What follows belongs to an exercise in optimizing a design on an open flow for small area; a production flow would make more cautious choices. Only simulation tests tie the RTL to the original design; equivalence was not proved. The clock port is modelled as an ideal driver; clocking choices that lean on that would not hold on a real chip. Power and IR drop assume default switching activity.

[flow/run.sh]
#!/bin/bash
# synth_recipe.tcl (not shown) runs the flow's synth.tcl, then flattens the netlist and writes it again
# the make line also repeats each setting of config.mk as NAME=value (left out here)
make -C /OpenROAD-flow-scripts/flow DESIGN_CONFIG=/design/flow/config.mk WORK_HOME=/design/flow/orfs CLKGATE_MAP_FILE= SYNTH_SCRIPT=/design/flow/synth_recipe.tcl finish
[flow/config.mk]
export PLATFORM = sky130hd
export DESIGN_NAME = Main
export DESIGN_NICKNAME = Main
export VERILOG_FILES = /design/flow/design.v
export SDC_FILE = /design/flow/constraint.sdc
export NUM_CORES = 4
export LEC_CHECK = 0
export CAP_MARGIN = 20
export CORE_MARGIN = 2
export CORE_UTILIZATION = 40
export SLEW_MARGIN = 20
[flow/constraint.sdc]
create_clock -name core_clock -period 10.0 [get_ports {clk}]
set_input_delay 2.0000 -clock core_clock [delete_from_list [all_inputs] [get_ports {clk}]]
set_output_delay 2.0000 -clock core_clock [all_outputs]
set_load 0.01 [all_outputs]
[flow/design.v]
module Main(clk,rst_n,i,o,Yin,Xout,segmentSelect,bitSelect_m);
    input clk,rst_n,i;
    input [3:0]Yin;
    output o;
    output [3:0]Xout;
    output [6:0]segmentSelect;
    output [3:0]bitSelect_m;
    wire tick,ce_kp,upd,ex,REV;
    wire [1:0]num;
    wire [3:0]kn;
    wire [7:0]D;
    TimeBase tb0(clk,rst_n,tick,num,ce_kp,upd);
    assign Xout=~(4'b1000>>num);
    Keys k0(clk,rst_n,tick,ce_kp,upd,Yin,ex,kn);
    Sender s0(clk,rst_n,tick,ex,kn,o);
    Receiver r0(clk,rst_n,tick,i,REV,D);
    Display d0(clk,rst_n,tick,REV,D,num,segmentSelect,bitSelect_m);
endmodule
module TimeBase(clk,rst_n,tick,num,ce_kp,upd);
    input clk,rst_n;
    output tick,ce_kp,upd;
    output [1:0]num;
    reg [3:0]c10;
    assign tick=c10[3]&c10[0];                  
    always@(posedge clk or negedge rst_n)
        if(!rst_n)c10<=4'd0;
        else c10<=tick?4'd0:c10+4'd1;
    reg [11:0]sc;
    always@(posedge clk or negedge rst_n)
        if(!rst_n)sc<=12'd0;
        else sc<=sc+12'd1;
    assign num=sc[11:10];
    assign ce_kp=(&sc[8:0])&~sc[9];             
    assign upd=ce_kp&(num==2'b00);              
endmodule
module Keys(clk,rst_n,tick,ce_kp,upd,Yin,ex,kn);
    input clk,rst_n,tick,ce_kp,upd;
    input [3:0]Yin;
    output ex;
    output reg [3:0]kn;
    localparam [2:0] Z0=3'd0,P1=3'd1,P2=3'd2,P3=3'd3,P4=3'd4,P5=3'd5,P6=3'd6,Z1=3'd7;
    function [2:0]knext;
        input [2:0]s;
        input x;
        case(s)
          Z0,Z1:knext=x?P1:Z0;
          P1:knext=x?P2:Z0;
          P2:knext=x?P3:Z0;
          P3:knext=x?P4:Z0;
          P4:knext=x?P5:Z0;
          P5:knext=x?P6:Z1;
          default:knext=x?P6:Z1;
        endcase
    endfunction
    function kpr;
        input [2:0]s;
        kpr=(s==P6)|(s==Z1);
    endfunction
    reg [11:0]h,r1,r2,r3;
    wire [11:0]hn;
    genvar g;
    generate for(g=0;g<4;g=g+1)begin:col
        assign hn[3*g+2:3*g]=knext(h[3*g+2:3*g],~Yin[g]);
    end endgenerate
    always@(posedge clk or negedge rst_n)
        if(!rst_n)begin h<=12'd0;r1<=12'd0;r2<=12'd0;r3<=12'd0;end
        else if(ce_kp)begin h<=r1;r1<=r2;r2<=r3;r3<=hn;end
    wire [47:0]all={h,r1,r2,r3};
    wire [15:0]kp;
    generate for(g=0;g<16;g=g+1)begin:pr
        assign kp[g]=kpr(all[3*g+2:3*g]);
    end endgenerate
    reg ke;
    reg [3:0]kn_Y;
    integer j;
    always@(*)begin
        kn_Y=4'd0;
        for(j=0;j<16;j=j+1)if(kp[j])kn_Y=j;
    end
    always@(posedge clk or negedge rst_n)
        if(!rst_n)begin ke<=1'b0;kn<=4'd0;end
        else if(upd)begin ke<=|kp;kn<=kn_Y;end
    reg [3:0]c2;
    assign ex=(c2==4'd14);
    always@(posedge clk or negedge rst_n)
        if(!rst_n)c2<=4'd0;
        else if(tick)c2<=ke?(c2+{3'd0,~&c2}):4'd0;
endmodule
module Sender(clk,rst_n,tick,ex,kn,o);
    input clk,rst_n,tick,ex;
    input [3:0]kn;
    output o;
    reg [3:0]ss;
    reg [9:0]ts;
    reg [3:0]L;
    wire s_idle=(ss==4'd0);
    wire s_next=ts[9]&ts[3];                  
    always@(posedge clk)
        if(tick)ts<=(s_idle|s_next)?10'd0:ts+10'd1;
    always@(posedge clk)
        if(tick&s_idle)L<=kn;
    always@(posedge clk or negedge rst_n)
        if(!rst_n)ss<=4'd0;
        else if(tick)begin
            if(s_idle)ss<={3'd0,ex};
            else if(ss==4'd13)ss<=4'd0;
            else if(s_next)ss<=ss+4'd1;
        end
    wire [15:0]A0=16'b1010010010111101,A1=16'b1000001001101011,
               A2=16'b1100010001010101,A3=16'b0000100010011111,
               A4=16'b1110111111110000,A5=16'b1110111111111111,
               AP=16'b1110101000010011;
    reg ob;
    always@(*)
      case(ss)
        4'd2:ob=1'b0;
        4'd3:ob=A0[L];
        4'd4:ob=A1[L];
        4'd5:ob=A2[L];
        4'd6:ob=A3[L];
        4'd7:ob=A4[L];
        4'd8:ob=A5[L];
        4'd9:ob=1'b0;
        4'd10:ob=1'b0;
        4'd11:ob=AP[L];
        default:ob=1'b1;
      endcase
    assign o=ob;
endmodule
module Receiver(clk,rst_n,tick,i,REV,D);
    input clk,rst_n,tick,i;
    output REV;
    output reg [7:0]D;
    reg si;
    reg [3:0]ci;
    wire neg_i=(ci==4'd13);
    always@(posedge clk or negedge rst_n)
        if(!rst_n)begin si<=1'b1;ci<=4'd0;end
        else if(tick)begin
            si<=i;
            ci<=si?4'd0:(ci+{3'd0,ci!=4'd14});
        end
    reg [3:0]rs;
    reg [9:0]tr;
    reg P;
    wire r_idle=(rs==4'd0);
    wire half=tr[9]&tr[3];                    
    wire r_done=(rs==4'd13);
    wire reliable=r_done&~P;
    always@(posedge clk)
        if(tick)tr<=r_idle?10'd260:half?10'd0:tr+10'd1;
    always@(posedge clk or negedge rst_n)
        if(!rst_n)rs<=4'd0;
        else if(tick)begin
            if(r_idle)rs<={3'd0,neg_i};
            else if(r_done)rs<=4'd0;
            else if(half&((rs!=4'd1)|~i))rs<=rs+4'd1;
        end
    always@(posedge clk)
        if(tick&half)begin
            if(rs==4'd1)P<=1'b0;
            else if(rs<=4'd10)P<=P^i;
            if(rs>=4'd2&&rs<=4'd9)D<={i,D[7:1]};
        end
    reg [3:0]pc;
    assign REV=(pc==4'd15);
    always@(posedge clk or negedge rst_n)
        if(!rst_n)pc<=4'd0;
        else if(tick)begin
            if(pc==4'd0)pc<={3'd0,reliable};
            else if(pc<=4'd12&&!r_idle)pc<=4'd0;
            else pc<=pc+4'd1;
        end
endmodule
module Display(clk,rst_n,tick,REV,D,num,segmentSelect,bitSelect_m);
    input clk,rst_n,tick,REV;
    input [7:0]D;
    input [1:0]num;
    output [6:0]segmentSelect;
    output [3:0]bitSelect_m;
    reg [15:0]dc,dcc;
    always@(posedge clk or negedge rst_n)
        if(!rst_n)begin dc<=16'd0;dcc<=16'd0;end
        else if(tick&REV)begin
            if(&D)dc<=dcc;
            else dcc<={dcc[7:0],D};
        end
    wire [3:0]digit=dc[15-4*num-:4];
    reg [6:0]seg;
    always@(*)
      case(digit)
        4'h0:seg=7'b1111110;
        4'h1:seg=7'b0110000;
        4'h2:seg=7'b1101101;
        4'h3:seg=7'b1111001;
        4'h4:seg=7'b0110011;
        4'h5:seg=7'b1011011;
        4'h6:seg=7'b1011111;
        4'h7:seg=7'b1110000;
        4'h8:seg=7'b1111111;
        4'h9:seg=7'b1111011;
        4'ha:seg=7'b1110111;
        4'hb:seg=7'b0011111;
        4'hc:seg=7'b1001110;
        4'hd:seg=7'b0111101;
        4'he:seg=7'b1001111;
        4'hf:seg=7'b1000111;
      endcase
    assign segmentSelect=~seg;
    assign bitSelect_m=~(4'b1000>>num)|~{|dc[15:12],|dc[15:8],|dc[15:4],1'b1};
endmodule
==> results of run 1 <==
cells in the mapped netlist, drive strengths merged (9+ instances only):
cell type,count,area [um2]
dfrtp,121,3030
mux2,69,777
nand2,69,262
o21ai,46,234
nor2,42,168
nand3,34,175
edfxtp,33,991
buf,22,150
inv,22,82.6
a21oi,20,100
ha,18,225
xor2,16,140
clkbuf,15,56.3
o22ai,14,93.8
xnor2,14,123
a21o,10,76.3
nand2b,10,62.6
nand4,10,77.6
a211oi,9,72.6
and2,9,56.3
worst min-delay path by stage:
stage,startpoint,endpoint,slack (ns),cells past startpoint
3_5_place_dp,tb0.sc[7],tb0.sc[7],0.46,1
2_1_floorplan,k0.kn[0],s0.L[0],0.42,0
4_1_cts,tb0.sc[7],tb0.sc[7],0.48,1
5_1_grt,k0.kn[3],s0.L[3],0.48,0
6_report,k0.kn[3],s0.L[3],0.48,0
3_3_place_gp,tb0.sc[5],tb0.sc[5],0.45,1
layout make-up:
type | count | area [um2] | area share
clock inverters | 13 | 128 | 0.0146
repair buffers | 24 | 233 | 0.0267
inverters | 23 | 87.6 | 0.0100
clock buffers | 19 | 453 | 0.0519
well taps | 265 | 332 | 0.0380
multi-input cells | 481 | 3450 | 0.395
flip-flops and latches | 155 | 4050 | 0.463
critical path, delay by kind of cell, from the launching register on:
kind,cells,cell delay [ns]
AO/OA/AOI/OAI,5,0.91
buffers and inverters,1,0.58
AND/OR/NAND/NOR,2,0.41
flip-flops,1,0.75
flip-flops by register name (all words and copies together), names as in the netlist, 8 cells and up:
name,flops
k0.r2,12
k0.r3,12
s0.ts,10
k0.r1,12
d0.dcc,16
d0.dc,16
r0.D,8
k0.h,12
r0.tr,10
tb0.sc,12
layer usage:
metal  part of all wire  vias up  routed length, um  global-route usage
met4              0.020        0                284              0.0593
met5                  0        -                  0                   0
met3              0.029       21                410              0.0337
met1               0.49     2555               6890               0.204
met2               0.47       69               6620               0.231
li1                   -     2544                  -                   -
power groups by stage:
stage          combinational (W)  clock, W  sequential (W)
6_report               0.0000184  0.000630        0.000645
5_1_grt                0.0000220  0.000670        0.000645
4_1_cts                0.0000194  0.000646        0.000645
3_5_place_dp           0.0000194         0        0.000658
3_3_place_gp           0.0000183         0        0.000658
2_1_floorplan         0.00000447         0        0.000657
stage by stage:
stage               hold WS (ns)  power, W   util  instance area [um2]
floorplan                  0.420  0.000662      -                 7780
global placement           0.451  0.000676  0.423                 8150
detailed placement         0.462  0.000677  0.423                 8150
CTS                        0.476   0.00131  0.453                 8730
global route               0.483   0.00134  0.453                 8730
finish                     0.476   0.00129  0.453                 8730
kinds of logic (layout without fill, tap and decap cells):
| logic type | Yosys count | after routing | synth area share |
|---|---|---|---|
| and+or+nand+nor | 212 | 212 | 0.140 |
| DFF | 155 | 155 | 0.520 |
| AOI/OAI and AO/OA | 141 | 141 | 0.119 |
| muxes | 80 | 80 | 0.120 |
| buffers and inverters | 60 | 79 | 0.0378 |
| xor gates and xnor gates | 30 | 30 | 0.0338 |
| adders and majority gates | 18 | 18 | 0.0289 |
==> out/qor.txt, run 1 <==
Total Nets Final: 727
RSZ-0062 raised after global routing: false
number of instances resized during post-cts repair: 0
detailed-route wire length per cell: 14.5 um
upper clock frequency limit: 0.198 GHz
sequential share of power: 0.499
Placed Instances: 948
number of buffers created by CTS: 17
count of nets left with antenna violations after detail routing: 0
classification of the worst-slack hold path: reg -> reg
total count of hold-check failures in the final report: 0
mean post-synth cell area: 11.2 um2
clock tree from TritonCTS: built
count of antenna diodes in the layout: 0
power density over the cells: 148 nW/um2
Max stage delay cell, worst path: sky130_fd_sc_hd__dfrtp_1
routability congestion estimate from global placement: 0.798
number of cell rows: 51
maximum buffer depth of the clock tree: 2
number of setup buffers added after CTS: 0
number of antenna violations at the first check in global routing: 0
# hold bufs at CTS: 0
Critical R2R Capture: d0.dc[7]
fin worst setup slack: 4.94 ns
Total GRT Usage: 0.149
Top FF cell, synth: sky130_fd_sc_hd__dfrtp_1
Final setup viols: 0
Internal: 0.00101 W
most frequent cells in the layout: sky130_fd_sc_hd__dfrtp_1, sky130_fd_sc_hd__mux2_2, sky130_fd_sc_hd__nand2_1
number of register bits inferred by synthesis: 155
crit path capture type: output pin
number of max-capacitance violations reported: 0
critical path class: reg -> out
relative area change from synthesis to final layout: 12.2%
fraction of registers with async set/reset: 0.787
Congestion Overflow GR: 0
CP required: 8.00 ns
worst slew slack as a fraction of its limit: 0.268
number of vias in the routed layout: 5189
Reg-to-Reg Start: tb0.c10[0]
Final Max Tran Viols: 0
vias in the first global route: 5135
source of the critical timing path: s0.ss[2]
setup_tns: 0 ns
register clock-pin slew on the reported worst setup and hold paths: 0.06 ns
Final period util: 0.506
number of port buffers: 22
startpoint types: register
Floorplan Core Area: 19300 um2
minimum clock period: 5.06 ns
num ports: 23
clock network fraction of total power: 0.487
estimated wirelength of the detail-placed design: 9660 um
worst reg-to-reg path cell count: 5
data arrival time at the worst-slack endpoint: 3.06 ns
via/cell ratio: 5.29
slack of the worst reg-to-reg path: 7.35 ns
number of library cell types mapped by synthesis: 69
post-synthesis sequential area ratio: 0.520
depth of the CTS H-tree: 4
number of filler cells placed in the layout: 1804
Tightest Pin Transition: 1.10 ns
Switch Pwr: 0.000282 W
commonest non-fill, non-tap cell in the layout: sky130_fd_sc_hd__dfrtp_1
netlist area before placement: 7780 um2
first-pass GRT wire length: 24700 um
starting utilization of the core area: 0.404
worst supply voltage drop on vdd: 129 uV
floorplan die width: 143 um
largest net degree at the start of global routing: 78
insertion delay of the later-clocked pin in the worst-skew pair: 0.42 ns
clk_skew: 0.0131 ns
fraction of layout instances using a drive strength above 1: 0.179
power share of the combinational group: 0.014
Worst path max stage delay: 0.75 ns
initial drt markers: 310
final standard cell count with taps included and fillers excluded: 980
count of unresolved DRC violations after routing: 0
switching part of the total power: 0.218
Gate Count Post-Synth: 696
Static Leak: 3.83 nW
total routed wirelength: 14200 um
CTS root buf: sky130_fd_sc_hd__clkbuf_16
last element of the critical path: o
TritonRoute pass-1 iters: 6
yosys synthesis warning count: 5
CP Max Fanout: 21
Chip Height: 143 um
CTS sink cnt: 155
Die Area: 20600 um2
Net Count, Synth: 721
Place WS: 5.42 ns
status: timing/DRC/antenna clean
chain of cells forming the critical path: nand2b_1 -> o22a_1 -> o211ai_1 -> o31ai_1 -> a21oi_1 -> nor2_1 -> o311ai_2 -> clkdlybuf4s50_1
count of flip-flops with a built-in enable after synthesis: 33
==> run 2, diff against run 1 <==
--- a/flow/design.v
+++ b/flow/design.v
@@ -7,3 +7,3 @@
     output [3:0]bitSelect_m;
-    wire tick,ce_kp,upd,ex,REV;
+    wire tick,ce_kp,upd,exw,ex,rose,REV;
     wire [1:0]num;
@@ -11,6 +11,7 @@
     wire [7:0]D;
-    TimeBase tb0(clk,rst_n,tick,num,ce_kp,upd);
+    TimeBase tb0(clk,rst_n,tick,num,ce_kp,upd,exw);
     assign Xout=~(4'b1000>>num);
-    Keys k0(clk,rst_n,tick,ce_kp,upd,Yin,ex,kn);
-    Sender s0(clk,rst_n,tick,ex,kn,o);
+    Keys k0(clk,rst_n,ce_kp,upd,num,Yin,rose,kn);
+    assign ex=rose&exw;
+    Sender s0(clk,rst_n,tick,upd,ex,kn,o);
     Receiver r0(clk,rst_n,tick,i,REV,D);
@@ -18,5 +19,5 @@
 endmodule
-module TimeBase(clk,rst_n,tick,num,ce_kp,upd);
+module TimeBase(clk,rst_n,tick,num,ce_kp,upd,exw);
     input clk,rst_n;
-    output tick,ce_kp,upd;
+    output tick,ce_kp,upd,exw;
     output [1:0]num;
@@ -34,9 +35,11 @@
     assign upd=ce_kp&(num==2'b00);              
-endmodule
-module Keys(clk,rst_n,tick,ce_kp,upd,Yin,ex,kn);
-    input clk,rst_n,tick,ce_kp,upd;
+    assign exw=(sc>=12'd652)&(sc<=12'd661);
+endmodule
+module Keys(clk,rst_n,ce_kp,upd,num,Yin,rose,kn);
+    input clk,rst_n,ce_kp,upd;
+    input [1:0]num;
     input [3:0]Yin;
-    output ex;
-    output reg [3:0]kn;
-    localparam [2:0] Z0=3'd0,P1=3'd1,P2=3'd2,P3=3'd3,P4=3'd4,P5=3'd5,P6=3'd6,Z1=3'd7;
+    output reg rose;         
+    output reg [3:0]kn;      
+    localparam [2:0] Z0=3'd0,Z1=3'd1,P1=3'd6,P2=3'd3,P3=3'd4,P4=3'd2,P5=3'd7,P6=3'd5;
     function [2:0]knext;
@@ -58,2 +61,3 @@
     endfunction
+    reg ok;
     reg [11:0]h,r1,r2,r3;
@@ -62,7 +66,9 @@
     generate for(g=0;g<4;g=g+1)begin:col
-        assign hn[3*g+2:3*g]=knext(h[3*g+2:3*g],~Yin[g]);
+        assign hn[3*g+2:3*g]=knext(ok?h[3*g+2:3*g]:Z0,~Yin[g]);
     end endgenerate
-    always@(posedge clk or negedge rst_n)
-        if(!rst_n)begin h<=12'd0;r1<=12'd0;r2<=12'd0;r3<=12'd0;end
-        else if(ce_kp)begin h<=r1;r1<=r2;r2<=r3;r3<=hn;end
+    always@(posedge clk)
+        if(ce_kp)begin h<=r1;r1<=r2;r2<=r3;r3<=hn;end
+    always@(posedge clk or negedge rst_n)
+        if(!rst_n)ok<=1'b0;
+        else if(ce_kp&(num==2'd3))ok<=1'b1;
     wire [47:0]all={h,r1,r2,r3};
@@ -73,19 +79,13 @@
     reg ke;
-    reg [3:0]kn_Y;
     integer j;
     always@(*)begin
-        kn_Y=4'd0;
-        for(j=0;j<16;j=j+1)if(kp[j])kn_Y=j;
+        kn=4'd0;
+        for(j=0;j<16;j=j+1)if(kp[j])kn=j;
     end
     always@(posedge clk or negedge rst_n)
-        if(!rst_n)begin ke<=1'b0;kn<=4'd0;end
-        else if(upd)begin ke<=|kp;kn<=kn_Y;end
-    reg [3:0]c2;
-    assign ex=(c2==4'd14);
-    always@(posedge clk or negedge rst_n)
-        if(!rst_n)c2<=4'd0;
-        else if(tick)c2<=ke?(c2+{3'd0,~&c2}):4'd0;
-endmodule
-module Sender(clk,rst_n,tick,ex,kn,o);
-    input clk,rst_n,tick,ex;
+        if(!rst_n)begin ke<=1'b0;rose<=1'b0;end
+        else if(upd)begin ke<=ok&(|kp);rose<=ok&(|kp)&~ke;end
+endmodule
+module Sender(clk,rst_n,tick,upd,ex,kn,o);
+    input clk,rst_n,tick,upd,ex;
     input [3:0]kn;
@@ -96,7 +96,7 @@
     wire s_idle=(ss==4'd0);
-    wire s_next=ts[9]&ts[3];                  
-    always@(posedge clk)
-        if(tick)ts<=(s_idle|s_next)?10'd0:ts+10'd1;
-    always@(posedge clk)
-        if(tick&s_idle)L<=kn;
+    wire s_next=~|{ts[9],ts[6],ts[5],ts[3],ts[2],ts[0]};
+    always@(posedge clk)
+        if(tick)ts<=(s_idle|s_next)?10'd117:{ts[8:0],ts[9]^ts[6]};
+    always@(posedge clk)
+        if(upd&(s_idle|ss[3]&ss[2]))L<=kn;
     always@(posedge clk or negedge rst_n)
@@ -146,3 +146,3 @@
     wire r_idle=(rs==4'd0);
-    wire half=tr[9]&tr[3];                    
+    wire half=~|{tr[9],tr[6],tr[5],tr[3],tr[2],tr[0]};
     wire r_done=(rs==4'd13);
@@ -150,3 +150,3 @@
     always@(posedge clk)
-        if(tick)tr<=r_idle?10'd260:half?10'd0:tr+10'd1;
+        if(tick)tr<=r_idle?10'd593:half?10'd117:{tr[8:0],tr[9]^tr[6]};
     always@(posedge clk or negedge rst_n)
--- a/flow/config.mk
+++ b/flow/config.mk
@@ -7,5 +7,7 @@
 export LEC_CHECK = 0
+export ABC_AREA = 1
 export CAP_MARGIN = 20
 export CORE_MARGIN = 2
-export CORE_UTILIZATION = 40
+export CORE_UTILIZATION = 60
+export CTS_BUF_LIST = sky130_fd_sc_hd__clkbuf_4
 export SLEW_MARGIN = 20
==> out/qor.txt, run 2 <==
RSZ-0062 raised after global routing: false
Internal: 0.000775 W (-23%)
mean post-synth cell area: 10.0 um2 (-10%)
num ports: 23 (unchanged)
CTS sink cnt: 149 (-3.9%)
number of vias in the routed layout: 4598 (-11%)
number of setup buffers added after CTS: 0 (unchanged)
Place WS: 5.66 ns (+0.246 ns)
clk_skew: 0.0135 ns (+0.000377 ns)
largest net degree at the start of global routing: 69 (-12%)
total count of hold-check failures in the final report: 0 (unchanged)
vias in the first global route: 4455 (-13%)
Final setup viols: 0 (unchanged)
CP Max Fanout: 5 (-76%)
status: timing/DRC/antenna clean
CP required: 8.00 ns (about the same)
Top FF cell, synth: sky130_fd_sc_hd__edfxtp_1
insertion delay of the later-clocked pin in the worst-skew pair: 0.54 ns (+0.12 ns)
largest registers: d0.dc: 16 flops, d0.dcc: 16 flops
post-detailed-placement cell area: 7200 um2 (-12%)
leading post-synthesis cells by instance count: sky130_fd_sc_hd__nand2_1, sky130_fd_sc_hd__inv_1, sky130_fd_sc_hd__edfxtp_1
number of antenna violations at the first check in global routing: 0 (unchanged)
worst slew slack as a fraction of its limit: 0.421 (+0.153)
total power: 0.000995 W (-23%)
sequential share of power: 0.648 (+0.149)
most common cell in the netlist: sky130_fd_sc_hd__nand2_1
Tightest Pin Transition: 0.869 ns (-0.226 ns)
Reg-to-Reg Start: tb0.sc[0]
top area cells in the synthesized netlist: sky130_fd_sc_hd__edfxtp_1, sky130_fd_sc_hd__dfrtp_1, sky130_fd_sc_hd__nand2_1
source of the critical timing path: tb0.sc[11]
via/cell ratio: 5.30 (+0.16%)
number of library cell types mapped by synthesis: 42 (-39%)
Final Max Tran Viols: 0 (unchanged)
number of port buffers: 22 (unchanged)
register clock-pin slew on the reported worst setup and hold paths: 0.12 ns (+0.06 ns)
count of flip-flops with a built-in enable after synthesis: 81 (+150%)
commonest non-fill, non-tap cell in the layout: sky130_fd_sc_hd__nand2_1
last element of the critical path: segmentSelect[3]
slack of the worst reg-to-reg path: 7.31 ns (-0.04 ns)
number of cell rows: 38 (-25%)
setup_tns: 0 ns (unchanged)
yosys synthesis warning count: 5 (unchanged)
Sequential Area: 4140 um2 (+2.2%)
power density over the cells: 133 nW/um2 (-10%)
upper clock frequency limit: 0.203 GHz (+2.6%)
data arrival time at the worst-slack endpoint: 2.93 ns (-0.13 ns)
number of filler cells placed in the layout: 863 (-52%)
Floorplan Core Area: 11000 um2 (-43%)
count of nets left with antenna violations after detail routing: 0 (unchanged)
routability congestion estimate from global placement: 0.876 (+9.7%)
minimum clock period: 4.93 ns (-0.127 ns)
Net Count, Synth: 706 (-2.1%)
cell area after layout: 7460 um2 (-15%)
initial drt markers: 370 (+19%)
Gate Count Post-Synth: 681 (-2.2%)
floorplan die width: 111 um (-23%)
number of buffers created by CTS: 17 (unchanged)
multi-input gate area in the final layout: 2200 um2 (-36%)
number of max-capacitance violations reported: 0 (unchanged)
power share of the combinational group: 0.012 (-0.002)
Chip Height: 111 um (-23%)
clock network fraction of total power: 0.339 (-0.148)
fraction of registers with async set/reset: 0.456 (-0.331)
switching part of the total power: 0.220 (+0.00226)
count of unresolved DRC violations after routing: 0 (unchanged)
classification of the worst-slack hold path: reg -> reg
first-pass GRT wire length: 20100 um (-19%)
critical path class: reg -> out
depth of the CTS H-tree: 4 (unchanged)
dominant cell type by area after synthesis: sky130_fd_sc_hd__edfxtp_1
post-synthesis sequential area ratio: 0.605 (+0.0849)
number of register bits inferred by synthesis: 149 (-3.9%)
total routed wirelength: 11800 um (-17%)
most frequent cells in the layout: sky130_fd_sc_hd__nand2_1, sky130_fd_sc_hd__inv_1, sky130_fd_sc_hd__edfxtp_1
worst reg-to-reg path cell count: 9 (+4)
Static Leak: 3.34 nW (-13%)
count of antenna diodes in the layout: 0 (unchanged)
startpoint types: register
TritonRoute pass-1 iters: 5 (-1)
clock tree from TritonCTS: built
crit path capture type: output pin
# hold bufs at CTS: 0 (unchanged)
fraction of layout instances using a drive strength above 1: 0.0990 (-0.0800)
fin worst setup slack: 5.07 ns (+0.127 ns)
share of the synthesized area in the top cell type: 0.356 (-0.0334)
maximum buffer depth of the clock tree: 2 (unchanged)
worst supply voltage drop on vdd: 127 uV (-1.9%)
Switch Pwr: 0.000219 W (-22%)
Congestion Overflow GR: 0 (unchanged)
netlist area before placement: 6840 um2 (-12%)
number of instances resized during post-cts repair: 0 (unchanged)
estimated wirelength of the detail-placed design: 8280 um (-14%)
CTS root buf: sky130_fd_sc_hd__clkbuf_4
Total Nets Final: 739 (+1.7%)
detailed-route wire length per cell: 13.6 um (-6.4%)
Critical R2R Capture: s0.L[2]
Die Area: 12300 um2 (-40%)
relative area change from synthesis to final layout: 9.06%
Total GRT Usage: 0.203 (+0.0538)
Final period util: 0.493 (-0.0127)
starting utilization of the core area: 0.623 (+0.219)
-- run 2: worst max-delay path, stage by stage (launching register included) --
cell                              delay (ns)
sky130_fd_sc_hd__dfrtp_1                0.39
sky130_fd_sc_hd__inv_1                  0.11
sky130_fd_sc_hd__nand2_1                0.13
sky130_fd_sc_hd__o22ai_1                0.20
sky130_fd_sc_hd__a21oi_1                0.05
sky130_fd_sc_hd__o21ai_0                0.19
sky130_fd_sc_hd__inv_1                  0.16
sky130_fd_sc_hd__ha_1                   0.30
sky130_fd_sc_hd__nand2_1                0.08
sky130_fd_sc_hd__nand2_1                0.05
sky130_fd_sc_hd__inv_1                  0.07
sky130_fd_sc_hd__o21ai_0                0.07
sky130_fd_sc_hd__nand2_1                0.07
sky130_fd_sc_hd__clkdlybuf4s50_1        0.52
-- run 2: cell families after synthesis --
kind of cell               count (synthesis)  synth area share
xor gates and xnor gates                  14            0.0179
muxes                                      8            0.0132
DFF                                      149             0.605
buffers and inverters                    132            0.0756
and+or+nand+nor                          252             0.166
adders and majority gates                 18            0.0329
AOI/OAI and AO/OA                        108            0.0898
-- run 2: layout make-up --
type	instances	share of cell area
Sequential cell	149	0.555
Multi-Input combinational cell	400	0.295
Inverter	120	0.0604
Timing Repair Buffer	26	0.0329
Tap cell	140	0.0235
Clock buffer	19	0.0191
Clock inverter	13	0.0148
-- run 2: per-layer routing --
layer	GRT usage	vias up	part of all wire
met2	0.320	86	0.47
li1	-	2322	-
met5	0	-	0
met3	0.0585	14	0.039
met4	0.0675	0	0.012
met1	0.273	2176	0.48
-- run 2: power by group through the flow --
| stage | Clock, W | Sequential [W] | Combinational, W |
|---|---|---|---|
| floorplan | 0 | 0.000658 | 0.00000338 |
| global placement | 0 | 0.000658 | 0.0000122 |
| detailed placement | 0 | 0.000658 | 0.0000125 |
| CTS | 0.000354 | 0.000645 | 0.0000127 |
| global route | 0.000375 | 0.000645 | 0.0000143 |
| finish | 0.000338 | 0.000645 | 0.0000122 |
-- run 2: how the worst min path moves through the flow --
stage | to | start | cells after the start | slack (ns)
final | k0.r1[5] | k0.r2[5] | 0 | 0.44
after floorplan | k0.h[11] | k0.r1[11] | 0 | 0.40
after global routing | k0.r1[2] | k0.r2[2] | 0 | 0.45
after global placement | k0.h[8] | k0.r1[8] | 0 | 0.40
after CTS | k0.r1[5] | k0.r2[5] | 0 | 0.44
after detailed placement | k0.r2[2] | k0.r3[2] | 0 | 0.41
-- run 2: stage by stage --
step	util	cells	hold WS, ns
after detailed placement	0.656	835	0.408
final	0.679	867	0.437
after global routing	0.679	867	0.450
after global placement	0.656	835	0.405
after floorplan	-	681	0.400
after CTS	0.679	867	0.442
==> run 3, diff against run 2 <==
==> flow/flow/run.sh (new file) <==
#!/bin/bash
# The standard layout (bash standard.sh: the ORFS flow and synthesis,
# unchanged) with three changes to how the layout is made:
#  - port buffers are buf_1 cells (every input and output still gets one);
#  - clock tree synthesis uses clkbuf_4 and no dummy balancing loads;
#  - before detailed placement, lightly loaded logic cells (fanout <= 6) are
#    set to their smallest drive strength, and repair_design fixes any
#    slew or capacitance need that leaves (flow/down.tcl).
# Each step's full log is in orfs/logs/; make's output is in flow.log.
set -euo pipefail
here=$(pwd)
export BUFFER_PORTS_ARGS="-buffer_cell sky130_fd_sc_hd__buf_1"
export CTS_ARGS="-sink_clustering_enable -repair_clock_nets -buf_list sky130_fd_sc_hd__clkbuf_4 -dont_use_dummy_load"
export PRE_DETAIL_PLACE_TCL="$here/flow/down.tcl"
bash standard.sh > "$here/flow.log" 2>&1
test -s "$here/out/final.def"
==> flow/flow/down.tcl (new file) <==
# Downsize combinational cells to the smallest drive of their kind, then let
# repair_design fix any slew/cap/fanout need that creates.
set db [ord::get_db]
set lib_masters {}
foreach lib [$db getLibs] { foreach m [$lib getMasters] { dict set lib_masters [$m getName] $m } }
set dont [list]
if {[info exists ::env(DONT_USE_CELLS)]} { set dont $::env(DONT_USE_CELLS) }
set n 0
foreach inst [[ord::get_db_block] getInsts] {
  set m [$inst getMaster]
  set name [$m getName]
  if {![regexp {^(sky130_fd_sc_hd__[a-z0-9]+)_([0-9]+)$} $name -> base drv]} continue
  if {[regexp {__(df|edf|sdf|dl|clk|tap|fill|decap|conb|diode|lpflow|probe)} $name]} continue
  if {[$inst isFixed]} continue
  set fo 0
  foreach it [$inst getITerms] {
    if {[$it isOutputSignal] && [$it getNet] ne "NULL"} {
      set fo [expr {max($fo, [llength [[$it getNet] getITerms]] + [llength [[$it getNet] getBTerms]] - 1)}]
    }
  }
  if {$fo > 6} continue
  set best $name
  set barea [expr {[$m getWidth]*[$m getHeight]}]
  dict for {cand cm} $lib_masters {
    if {![regexp "^${base}_\[0-9\]+\$" $cand]} continue
    if {[lsearch -exact $dont $cand] >= 0} continue
    set a [expr {[$cm getWidth]*[$cm getHeight]}]
    if {$a < $barea} { set best $cand; set barea $a }
  }
  if {$best ne $name} {
    replace_cell [$inst getName] $best
    incr n
  }
}
puts "downsized $n cells"
estimate_parasitics -placement
repair_design
==> flow/standard.sh (new file) <==
#!/bin/bash
# synth_recipe.tcl (not shown) runs the flow's synth.tcl, then flattens the netlist and writes it again
# the make line also repeats each setting of config.mk as NAME=value (left out here)
make -C /OpenROAD-flow-scripts/flow DESIGN_CONFIG=/design/flow/config.mk WORK_HOME=/design/flow/orfs CLKGATE_MAP_FILE= SYNTH_SCRIPT=/design/flow/synth_recipe.tcl "${@:-finish}"
removed: flow/run.sh
==> out/qor.txt, run 3 <==
cell area after layout: 7130 um2 (-4.4%)
first-pass GRT wire length: 19900 um (-1.1%)
Gate Count Post-Synth: 681 (unchanged)
setup_tns: 0 ns (unchanged)
netlist area before placement: 6840 um2 (unchanged)
Top FF cell, synth: sky130_fd_sc_hd__edfxtp_1
CTS root buf: sky130_fd_sc_hd__clkbuf_4
insertion delay of the later-clocked pin in the worst-skew pair: 0.51 ns (-0.03 ns)
Total Nets Final: 739 (unchanged)
count of nets left with antenna violations after detail routing: 0 (unchanged)
number of max-capacitance violations reported: 0 (unchanged)
total count of hold-check failures in the final report: 0 (unchanged)
CP required: 8.00 ns (about the same)
number of instances resized during post-cts repair: 0 (unchanged)
largest net degree at the start of global routing: 69 (unchanged)
Congestion Overflow GR: 0 (unchanged)
Die Area: 12300 um2 (unchanged)
clock tree from TritonCTS: built
# hold bufs at CTS: 0 (unchanged)
worst slew slack as a fraction of its limit: 0.375 (-0.0455)
post-synthesis sequential area ratio: 0.605 (unchanged)
largest registers: d0.dc: 16 flops, d0.dcc: 16 flops
most frequent cells in the layout: sky130_fd_sc_hd__nand2_1, sky130_fd_sc_hd__inv_1, sky130_fd_sc_hd__edfxtp_1
fraction of layout instances using a drive strength above 1: 0.0674 (-0.0316)
number of buffers created by CTS: 17 (unchanged)
Final setup viols: 0 (unchanged)
status: timing/DRC/antenna clean
number of filler cells placed in the layout: 890 (+3.1%)
RSZ-0062 raised after global routing: false
yosys synthesis warning count: 5 (unchanged)
minimum clock period: 4.57 ns (-0.360 ns)
floorplan die width: 111 um (unchanged)
data arrival time at the worst-slack endpoint: 2.57 ns (-0.36 ns)
source of the critical timing path: tb0.sc[11]
post-detailed-placement cell area: 7000 um2 (-2.8%)
starting utilization of the core area: 0.623 (unchanged)
initial drt markers: 394 (+6.5%)
number of setup buffers added after CTS: 0 (unchanged)
power density over the cells: 127 nW/um2 (-4.8%)
Final Max Tran Viols: 0 (unchanged)
CP Max Fanout: 5 (unchanged)
Critical R2R Capture: s0.L[2]
commonest non-fill, non-tap cell in the layout: sky130_fd_sc_hd__nand2_1
total routed wirelength: 11700 um (-0.77%)
clk_skew: 0.0427 ns (+0.0293 ns)
crit path capture type: output pin
Reg-to-Reg Start: tb0.sc[0]
depth of the CTS H-tree: 4 (unchanged)
number of register bits inferred by synthesis: 149 (unchanged)
Net Count, Synth: 706 (unchanged)
Tightest Pin Transition: 0.927 ns (+0.0585 ns)
most common cell in the netlist: sky130_fd_sc_hd__nand2_1
number of library cell types mapped by synthesis: 42 (unchanged)
Floorplan Core Area: 11000 um2 (unchanged)
slack of the worst reg-to-reg path: 7.28 ns (-0.03 ns)
worst supply voltage drop on vdd: 136 uV (+7.6%)
top area cells in the synthesized netlist: sky130_fd_sc_hd__edfxtp_1, sky130_fd_sc_hd__dfrtp_1, sky130_fd_sc_hd__nand2_1
mean post-synth cell area: 10.0 um2 (unchanged)
number of cell rows: 38 (unchanged)
relative area change from synthesis to final layout: 4.28%
upper clock frequency limit: 0.219 GHz (+7.9%)
detailed-route wire length per cell: 13.7 um (+0.97%)
number of port buffers: 22 (unchanged)
worst hold path stage count: 0 (unchanged)
dominant cell type by area after synthesis: sky130_fd_sc_hd__edfxtp_1
Final period util: 0.457 (-0.0360)
estimated wirelength of the detail-placed design: 8110 um (-2.1%)
last element of the critical path: segmentSelect[3]
critical path class: reg -> out
routability congestion estimate from global placement: 0.896 (+2.4%)
share of the synthesized area in the top cell type: 0.356 (unchanged)
number of antenna violations at the first check in global routing: 0 (unchanged)
via/cell ratio: 5.40 (+1.8%)
Total GRT Usage: 0.199 (-0.00341)
count of antenna diodes in the layout: 0 (unchanged)
vias in the first global route: 4347 (-2.4%)
worst reg-to-reg path cell count: 9 (unchanged)
classification of the worst-slack hold path: reg -> reg
startpoint types: register
CTS sink cnt: 149 (unchanged)
Chip Height: 111 um (unchanged)
register clock-pin slew on the reported worst setup and hold paths: 0.09 ns (-0.03 ns)
Static Leak: 3.22 nW (-3.5%)
count of unresolved DRC violations after routing: 0 (unchanged)
count of flip-flops with a built-in enable after synthesis: 81 (unchanged)
maximum buffer depth of the clock tree: 2 (unchanged)
number of vias in the routed layout: 4600 (+0.043%)
leading post-synthesis cells by instance count: sky130_fd_sc_hd__nand2_1, sky130_fd_sc_hd__inv_1, sky130_fd_sc_hd__edfxtp_1
fraction of registers with async set/reset: 0.456 (unchanged)
TritonRoute pass-1 iters: 6 (+1)
num ports: 23 (unchanged)
run 3: cell counts after synthesis:
Identical to the previous run, type by type.
run 3: stage by stage:
stage                     total power, W  hold WS (ns)  setup WS (ns)  utilization  std cells
after floorplan                 0.000661         0.400           5.84            -        681
after global placement          0.000669         0.405           6.11        0.644        835
after detailed placement        0.000669         0.407           5.97        0.637        835
after CTS                       0.000916         0.425           5.41        0.649        852
after global routing            0.000940         0.440           5.21        0.649        852
final                           0.000905         0.425           5.43        0.649        852
run 3: kinds of logic after synthesis:
| logic type | share of synthesized area |
|---|---|
| xor gates and xnor gates | 0.0179 |
| muxes | 0.0132 |
| AOI/OAI and AO/OA | 0.0898 |
| DFF | 0.605 |
| buffers and inverters | 0.0756 |
| and+or+nand+nor | 0.166 |
| adders and majority gates | 0.0329 |
run 3: critical path, cell delays in order (launching register included):
cell and delay, ns:
sky130_fd_sc_hd__dfrtp_1 0.39, sky130_fd_sc_hd__inv_1 0.12, sky130_fd_sc_hd__nand2_1 0.14, sky130_fd_sc_hd__o22ai_1 0.19
sky130_fd_sc_hd__a21oi_1 0.05, sky130_fd_sc_hd__o21ai_0 0.21, sky130_fd_sc_hd__inv_1 0.17, sky130_fd_sc_hd__ha_1 0.30
sky130_fd_sc_hd__nand2_1 0.08, sky130_fd_sc_hd__nand2_1 0.06, sky130_fd_sc_hd__inv_1 0.09, sky130_fd_sc_hd__o21ai_0 0.08
sky130_fd_sc_hd__nand2_1 0.06, sky130_fd_sc_hd__buf_1 0.14
run 3: metal layers:
metal	part of all wire	up-vias	GRT usage
met5	0	-	0
met4	0.0097	0	0.0675
met3	0.044	12	0.0530
met2	0.46	95	0.307
met1	0.49	2183	0.279
li1	-	2310	-
run 3: worst min path at each step:
stage	from	to	slack, ns
after floorplan	k0.r1[11]	k0.h[11]	0.40
after global placement	k0.r1[8]	k0.h[8]	0.41
after detailed placement	k0.r2[2]	k0.r1[2]	0.41
after CTS	k0.r2[4]	k0.r1[4]	0.43
after global routing	k0.r2[4]	k0.r1[4]	0.44
final	k0.r1[5]	k0.h[5]	0.42
run 3: final cells by class:
class	count	area [um2]	area share
Tap cell	140	175	0.0246
Inverter	120	450	0.0632
Multi-Input combinational cell	400	2130	0.299
Timing Repair Buffer	26	113	0.0158
Clock buffer	17	128	0.0179
Sequential cell	149	4140	0.580
run 3: power breakdown:
| part | internal, W | switching (W) | leakage (nW) |
|---|---|---|---|
| combinational | 0.00000273 | 0.00000813 | 1.54 |
| clock | 0.0000779 | 0.000172 | 0.0782 |
| sequential | 0.000644 | 0.00000108 | 1.60 |
==> run 4, diff against run 3 <==
==> flow/flow/run.sh (replaced) <==
#!/bin/bash
# The standard layout (standard.sh) with these changes to how the layout
# is made:
#  - synthesis is the standard one (standard.sh synth: same script, same
#    passes, same registers) but its ABC step uses flow/abc_area.script, a
#    stronger area recipe, through a copy of ORFS's scripts folder in which
#    only that file differs;
#  - port buffers are buf_1 cells (every input and output still gets one);
#  - clock tree synthesis uses clkbuf_4 and no dummy balancing loads;
#  - clock buffers whose flip-flop clock pins show a slew over 105 ps after
#    clock tree synthesis become clkbuf_8 (flow/clkfix.tcl);
#  - before detailed placement, lightly loaded logic cells (fanout <= 6) are
#    set to their smallest drive strength, and repair_design fixes any slew
#    or capacitance need that leaves (flow/down.tcl).
# Each step's full log is in orfs/logs/; make's output is in synth.log and
# flow.log.
set -euo pipefail
here=$(pwd)
rm -rf "$here/abc_scripts"
cp -r "$FLOW_HOME/scripts" "$here/abc_scripts"
cp "$here/flow/abc_area.script" "$here/abc_scripts/abc_area.script"
SCRIPTS_DIR="$here/abc_scripts" bash standard.sh synth > "$here/synth.log" 2>&1
export BUFFER_PORTS_ARGS="-buffer_cell sky130_fd_sc_hd__buf_1"
export CTS_ARGS="-sink_clustering_enable -repair_clock_nets -buf_list sky130_fd_sc_hd__clkbuf_4 -dont_use_dummy_load"
export PRE_DETAIL_PLACE_TCL="$here/flow/down.tcl"
export POST_CTS_TCL="$here/flow/clkfix.tcl"
bash standard.sh > "$here/flow.log" 2>&1
test -s "$here/out/final.def"
==> flow/flow/abc_area.script (new file) <==
strash
&get -n
&st
&deepsyn -T 40
&put
strash
&get -n
&st
&dch -f
&nf -R 1000 -a
&put
strash
dch -f
map -a
mfs2
strash
&get -n
&st
&deepsyn -T 20
&dch -f
&nf -R 1000 -a
&put
topo
dnsize -c
==> flow/flow/clkfix.tcl (new file) <==
estimate_parasitics -placement
set up 0
foreach inst [[ord::get_db_block] getInsts] {
  if {[[$inst getMaster] getName] ne "sky130_fd_sc_hd__clkbuf_4"} continue
  set net [[$inst findITerm X] getNet]
  if {$net eq "NULL"} continue
  set worst 0
  foreach it [$net getITerms] {
    if {[$it getInst] eq $inst} continue
    set pin [get_pins [$it getName]]
    foreach e {rise fall} {
      set s [get_property $pin slew_max_$e]
      if {[string is double -strict $s]} {
        set worst [expr {max($worst, [sta::time_ui_sta $s] * 1e12)}]
      }
    }
  }
  if {$worst > 105} {
    replace_cell [$inst getName] sky130_fd_sc_hd__clkbuf_8
    incr up
  }
}
puts "clock buffers upsized: $up"
if {$up} {
  detailed_placement
  check_placement -verbose
}
==> out/qor.txt, run 4 <==
critical path class: reg -> out
num ports: 23 (unchanged)
mean post-synth cell area: 12.5 um2 (+24%)
chain of cells forming the critical path: and2_0 -> a222oi_1 -> a21boi_0 -> ha_1 -> or3_1 -> a32o_1 -> buf_1
CP Max Fanout: 5 (unchanged)
count of nets left with antenna violations after detail routing: 0 (unchanged)
largest net degree at the start of global routing: 69 (unchanged)
via/cell ratio: 5.82 (+7.8%)
Static Leak: 2.77 nW (-14%)
setup_tns: 0 ns (unchanged)
estimated wirelength of the detail-placed design: 7800 um (-3.8%)
RSZ-0062 raised after global routing: false
power density over the cells: 136 nW/um2 (+7.0%)
Total Nets Final: 588 (-20%)
classification of the worst-slack hold path: reg -> reg
number of cell rows: 37 (-2.6%)
commonest non-fill, non-tap cell in the layout: sky130_fd_sc_hd__edfxtp_1
number of port buffers: 22 (unchanged)
relative area change from synthesis to final layout: 7.36%
vias in the first global route: 4031 (-7.3%)
startpoint types: register
leading post-synthesis cells by instance count: sky130_fd_sc_hd__edfxtp_1, sky130_fd_sc_hd__dfrtp_1, sky130_fd_sc_hd__nand2_1, sky130_fd_sc_hd__nor2_1, sky130_fd_sc_hd__clkinv_1
count of unresolved DRC violations after routing: 0 (unchanged)
initial drt markers: 272 (-31%)
total power: 0.000939 W (+3.8%)
detailed-route wire length per cell: 16.4 um (+20%)
CP required: 8.00 ns (about the same)
Worst path max stage delay: 0.50 ns (+0.11 ns)
first-pass GRT wire length: 19400 um (-2.5%)
worst supply voltage drop on vdd: 124 uV (-8.8%)
Die Area: 11600 um2 (-5.6%)
floorplan die width: 108 um (-2.8%)
Max stage delay cell, worst path: sky130_fd_sc_hd__a21boi_0
netlist area before placement: 6440 um2 (-5.8%)
TritonRoute pass-1 iters: 5 (-1)
number of antenna violations at the first check in global routing: 0 (unchanged)
Floorplan Core Area: 10400 um2 (-5.6%)
Final Max Tran Viols: 0 (unchanged)
data arrival time at the worst-slack endpoint: 2.94 ns (+0.37 ns)
fraction of layout instances using a drive strength above 1: 0.0463 (-0.0211)
count of antenna diodes in the layout: 0 (unchanged)
most common cell in the netlist: sky130_fd_sc_hd__edfxtp_1
clock tree from TritonCTS: built
dominant cell type by area after synthesis: sky130_fd_sc_hd__edfxtp_1
Final setup viols: 0 (unchanged)
upper clock frequency limit: 0.202 GHz (-7.5%)
Net Count, Synth: 541 (-23%)
most frequent cells in the layout: sky130_fd_sc_hd__edfxtp_1, sky130_fd_sc_hd__dfrtp_1, sky130_fd_sc_hd__nor2_1, sky130_fd_sc_hd__nand2_1, sky130_fd_sc_hd__clkinv_1
count of flip-flops with a built-in enable after synthesis: 81 (unchanged)
number of register bits inferred by synthesis: 149 (unchanged)
number of buffer and inverter instances along the worst setup path: 1 (-3)
Gate Count Post-Synth: 516 (-24%)
largest registers: d0.dc: 16 flops, d0.dcc: 16 flops
Top FF cell, synth: sky130_fd_sc_hd__edfxtp_1
post-synthesis sequential area ratio: 0.642 (+0.0374)
share of the synthesized area in the top cell type: 0.378 (+0.0220)
yosys synthesis warning count: 5 (unchanged)
status: timing/DRC/antenna clean
Chip Height: 108 um (-2.8%)
total count of hold-check failures in the final report: 0 (unchanged)
Tightest Pin Transition: 0.981 ns (+0.0540 ns)
minimum clock period: 4.94 ns (+0.371 ns)
total routed wirelength: 11400 um (-2.2%)
slack of the worst reg-to-reg path: 7.12 ns (-0.16 ns)
Congestion Overflow GR: 0 (unchanged)
Final period util: 0.494 (+0.0371)
crit path capture type: output pin
top area cells in the synthesized netlist: sky130_fd_sc_hd__edfxtp_1, sky130_fd_sc_hd__dfrtp_1, sky130_fd_sc_hd__mux2_1
Total GRT Usage: 0.221 (+0.0210)
register clock-pin slew on the reported worst setup and hold paths: 0.08 ns (about the same)
number of vias in the routed layout: 4056 (-12%)
starting utilization of the core area: 0.621 (-0.00156)
worst slew slack as a fraction of its limit: 0.339 (-0.0364)
fraction of registers with async set/reset: 0.456 (unchanged)
CTS sink cnt: 149 (unchanged)
number of max-capacitance violations reported: 0 (unchanged)
insertion delay of the later-clocked pin in the worst-skew pair: 0.42 ns (-0.09 ns)
crit-path leading delay family: compound AO/OA/AOI/OAI gates
number of library cell types mapped by synthesis: 48 (+14%)
routability congestion estimate from global placement: 0.833 (-7.0%)
clk_skew: 0.0283 ns (-0.0144 ns)
-- run 4: kinds of logic (layout without fill, tap and decap cells) --
group	count (synthesis)	after routing	share of synthesized area
xor+xnor	18	18	0.0245
mux	30	30	0.0525
buf+inv	35	80	0.0210
compound gates	92	92	0.0896
fa+ha+maj	18	18	0.0350
flops	149	149	0.642
simple gates	174	174	0.135
-- run 4: routing by layer --
| metal | routed length (um) | global-route usage | vias up |
|---|---|---|---|
| met3 | 533 | 0.0654 | 15 |
| met1 | 5350 | 0.302 | 1972 |
| met2 | 5380 | 0.341 | 109 |
| li1 | - | - | 1960 |
| met4 | 159 | 0.0742 | 0 |
| met5 | 0 | 0 | - |
-- run 4: final timing paths --
check                                start  cells past startpoint                to
worst min-delay path              k0.r1[2]                      0           k0.h[2]
worst max register to register   tb0.sc[3]                      8           s0.L[0]
worst max-delay path            tb0.sc[11]                      7  segmentSelect[5]
worst min register to register    k0.r1[2]                      0           k0.h[2]
min in group asynchronous            rst_n                      2         tb0.sc[3]
max in group asynchronous            rst_n                      2          r0.rs[3]
-- run 4: final cells by class --
type	instances	area, um2
Multi-Input combinational cell	332	2170
Sequential cell	149	4140
Clock buffer	17	171
Timing Repair Buffer	29	135
Tap cell	136	170
Inverter	34	128
Fill cell	798	3460
-- run 4: stage by stage --
step / hold WS (ns) / setup WS (ns) / instance area, um2 / utilization / std cells
floorplan: 0.400 / 5.64 / 6440 / - / 516
finish: 0.428 / 5.06 / 6910 / 0.667 / 697
global route: 0.428 / 4.88 / 6910 / 0.667 / 697
detailed placement: 0.405 / 5.52 / 6740 / 0.650 / 680
global placement: 0.402 / 5.61 / 6750 / 0.651 / 680
-- run 4: power by group --
part,leakage [nW],internal [W],switching (W)
Clock,0.0963,0.000109,0.000175
Combinational,1.06,0.00000260,0.00000800
Sequential,1.61,0.000644,0.00000105
Total,2.77,0.000755,0.000185

-- afterwards: timing with drivers on the ports --
The results above use ideal ports. As a check the final layouts listed here were re-extracted and re-timed, cells and wires unchanged.
Step 1 (the two cells are an assumption about what drives the block):
set clk [get_ports {clk}]
set_driving_cell -lib_cell sky130_fd_sc_hd__clkbuf_16 $clk
set_driving_cell -lib_cell sky130_fd_sc_hd__buf_2 [delete_from_list [all_inputs] $clk]
Step 2 moves the port delays by t, midway between the first and last clock arrival at a register: inputs arrive t later, outputs are due t later. That takes back most of the time a late clock gives input paths.
Slacks: ideal ports / drivers / drivers and shift; pairs: ideal ports / drivers.
run	shift t [ns]	slack for setup (ns)	worst setup path after step 2	worst register clock-pin slew, ns
run 1	0.459	4.943 / 4.899 / 5.357	register to output	0.07 / 0.07
run 2	0.567	5.070 / 5.037 / 5.603	register to output	0.12 / 0.12
run 3	0.526	5.430 / 5.397 / 5.923	register to output	0.12 / 0.12
run 4	0.446	5.059 / 5.020 / 5.466	register to output	0.09 / 0.09
After both steps every run listed still meets setup and hold.
